Background: an optimization exercise with open tools, aiming at small area and a short achievable clock period. Do not read the settings as production practice.

== rev 12 ==
// fir_gen
module fir_gen (
  input clk, input reset, input Load_x,
  input signed [8:0] x_in, input signed [8:0] c_in,
  output signed [10:0] y_out);
  reg [11:0] cm [0:14];   
  reg [2:0] cs [0:14];    
  reg [8:0] x;
  reg [10:0] x3;
  wire [10:0] x3_in = {x_in[8], x_in[8], x_in} + {x_in[8], x_in, 1'b0};
  reg [18:0] a14_0;
  reg [18:0] a14_1;
  reg [18:0] a13_0;
  reg [18:0] a13_1;
  reg [18:0] a12_0;
  reg [18:0] a12_1;
  reg [18:0] a11_0;
  reg [18:0] a11_1;
  reg [18:0] a10_0;
  reg [18:0] a10_1;
  reg [18:0] a9_0;
  reg [18:0] a9_1;
  reg [18:0] a8_0;
  reg [18:0] a8_1;
  reg [18:0] a7_0;
  reg [18:0] a7_1;
  reg [18:0] a6_0;
  reg [18:0] a6_1;
  reg [18:0] a5_0;
  reg [18:0] a5_1;
  reg [18:0] a4_0;
  reg [18:0] a4_1;
  reg [18:0] a3_0;
  reg [18:0] a3_1;
  reg [18:0] a2_0;
  reg [18:0] a2_1;
  reg [18:0] a1_0;
  reg [18:0] a1_1;
  reg [18:0] q0;
  reg [18:0] q1;
  wire [9:0] cx = {c_in, 1'b0};
  wire [11:0] cin_m;
  wire [2:0] cin_s;
  genvar j;
  generate for (j = 0; j < 3; j = j + 1) begin : rec
    wire p = cx[3*j+2] ^ cx[3*j+3];
    wire q = cx[3*j+1] ^ cx[3*j+3];
    wire r = cx[3*j] ^ cx[3*j+3];
    assign cin_m[4*j]   = ~p & (q ^ r);
    assign cin_m[4*j+1] = (~p & q & r) | (p & ~q & ~r);
    assign cin_m[4*j+2] = p & (q ^ r);
    assign cin_m[4*j+3] = p & q & r;
    assign cin_s[j] = cx[3*j+3];
  end endgenerate
  reg [10:0] y;
  assign y_out = y;
  integer k;
  always @(posedge clk or posedge reset)
    if (reset) begin
      for (k = 0; k < 15; k = k + 1) begin cm[k] <= 12'd0; cs[k] <= 3'd0; end
    end else if (!Load_x) begin
      cm[14] <= cin_m;
      cs[14] <= cin_s;
      for (k = 0; k < 14; k = k + 1) begin cm[k] <= cm[k+1]; cs[k] <= cs[k+1]; end
    end
  wire b14_p1 = ((cm[14][0] & x[0]) | (cm[14][2] & x3[0])) ^ cs[14][0];
  ...
For scale: roughly 3900 cells after synthesis, roughly 810 flip-flops, ~32 I/O pins, about 49000 sq um of cells after synthesis.
export LEC_CHECK = 0
export CAP_MARGIN = 20
export CORE_MARGIN = 2
export CORE_UTILIZATION = 55
export SETUP_SLACK_MARGIN = 2.6
export SLEW_MARGIN = 20
export SYNTH_HIERARCHICAL = 1
export SYNTH_MINIMUM_KEEP_SIZE = 0
create_clock -name core_clock -period 6.0 [get_ports {clk}]
run.sh (not shown) runs the stock make flow with config.mk's settings and CLKGATE_MAP_FILE= SYNTH_SCRIPT=/design/flow/synth_recipe.tcl, a recipe that flattens the netlist after the stock synthesis.
Rev 12: no failed stages, no open violations at the end
### rev 12 -> rev 13
# rev 12
export LEC_CHECK = 0
export CAP_MARGIN = 20
export CORE_MARGIN = 2
export CORE_UTILIZATION = 55
export SETUP_SLACK_MARGIN = 2.6
export SLEW_MARGIN = 20
export SYNTH_HIERARCHICAL = 1
export SYNTH_MINIMUM_KEEP_SIZE = 0
create_clock -name core_clock -period 6.0 [get_ports {clk}]
# rev 13
export LEC_CHECK = 0
export CAP_MARGIN = 20
export CORE_MARGIN = 2
export CORE_UTILIZATION = 55
export SLEW_MARGIN = 20
export SYNTH_HIERARCHICAL = 1
export SYNTH_MINIMUM_KEEP_SIZE = 0
create_clock -name core_clock -period 6.0 [get_ports {clk}]
Comparing placed wire-length estimate for rev 12 and rev 13, the smaller number came from rev 12.
Setup slack: lower on rev 13
Summary of the comparison: share of cells above drive strength 1 is lower in rev 13, relative to rev 12.
Rev 13 gives more total number of cells along the worst setup path than rev 12 did.
On rev 13: first-iteration detailed-routing DRC count is 174 lower than what rev 12 gave.
Final design utilization was higher in the run labelled rev 12.
From rev 13 to rev 12, total negative slack for setup checks did not move at all.
No run among rev 12 and rev 13 stopped early or left any final violation; all are clean.
In the flow results for rev 12 and rev 13, the design area is smaller on rev 13.
No run of this note included a check of the RTL's function; only the layout flow was run.

==> re-timing with driven ports <==
In the flow no input, the clock included, has a driving cell. The finished layouts below were timed again as built, in two steps.
Step 1 (the two cells are an assumption about what drives the block):
set clk [get_ports {clk}]
set_driving_cell -lib_cell sky130_fd_sc_hd__clkbuf_16 $clk
set_driving_cell -lib_cell sky130_fd_sc_hd__buf_2 [delete_from_list [all_inputs] $clk]
Step 2 times the ports against the registers' clock, not the clock port: input delays grow and output delays shrink by t, the midpoint of the rising clock arrivals with the driver on.
Three values: no drivers, after step 1, after step 2; two values: the first two.
run	t (ns)	setup WS [ns]	hold WS [ns]	worst register clock-pin slew, ns	cell pins on the clock port's net
rev 12	0.731	2.664 / 2.681 / 1.963	0.321 / 0.321 / 0.321	0.07 / 0.07	1
rev 13	0.739	2.037 / 2.086 / 1.347	0.324 / 0.324 / 0.324	0.07 / 0.07	1
After both steps setup and hold are still met in every run listed. The setup slack of rev 12, which loses most, moves by +0.017 ns with the drivers and by -0.701 ns with both steps.
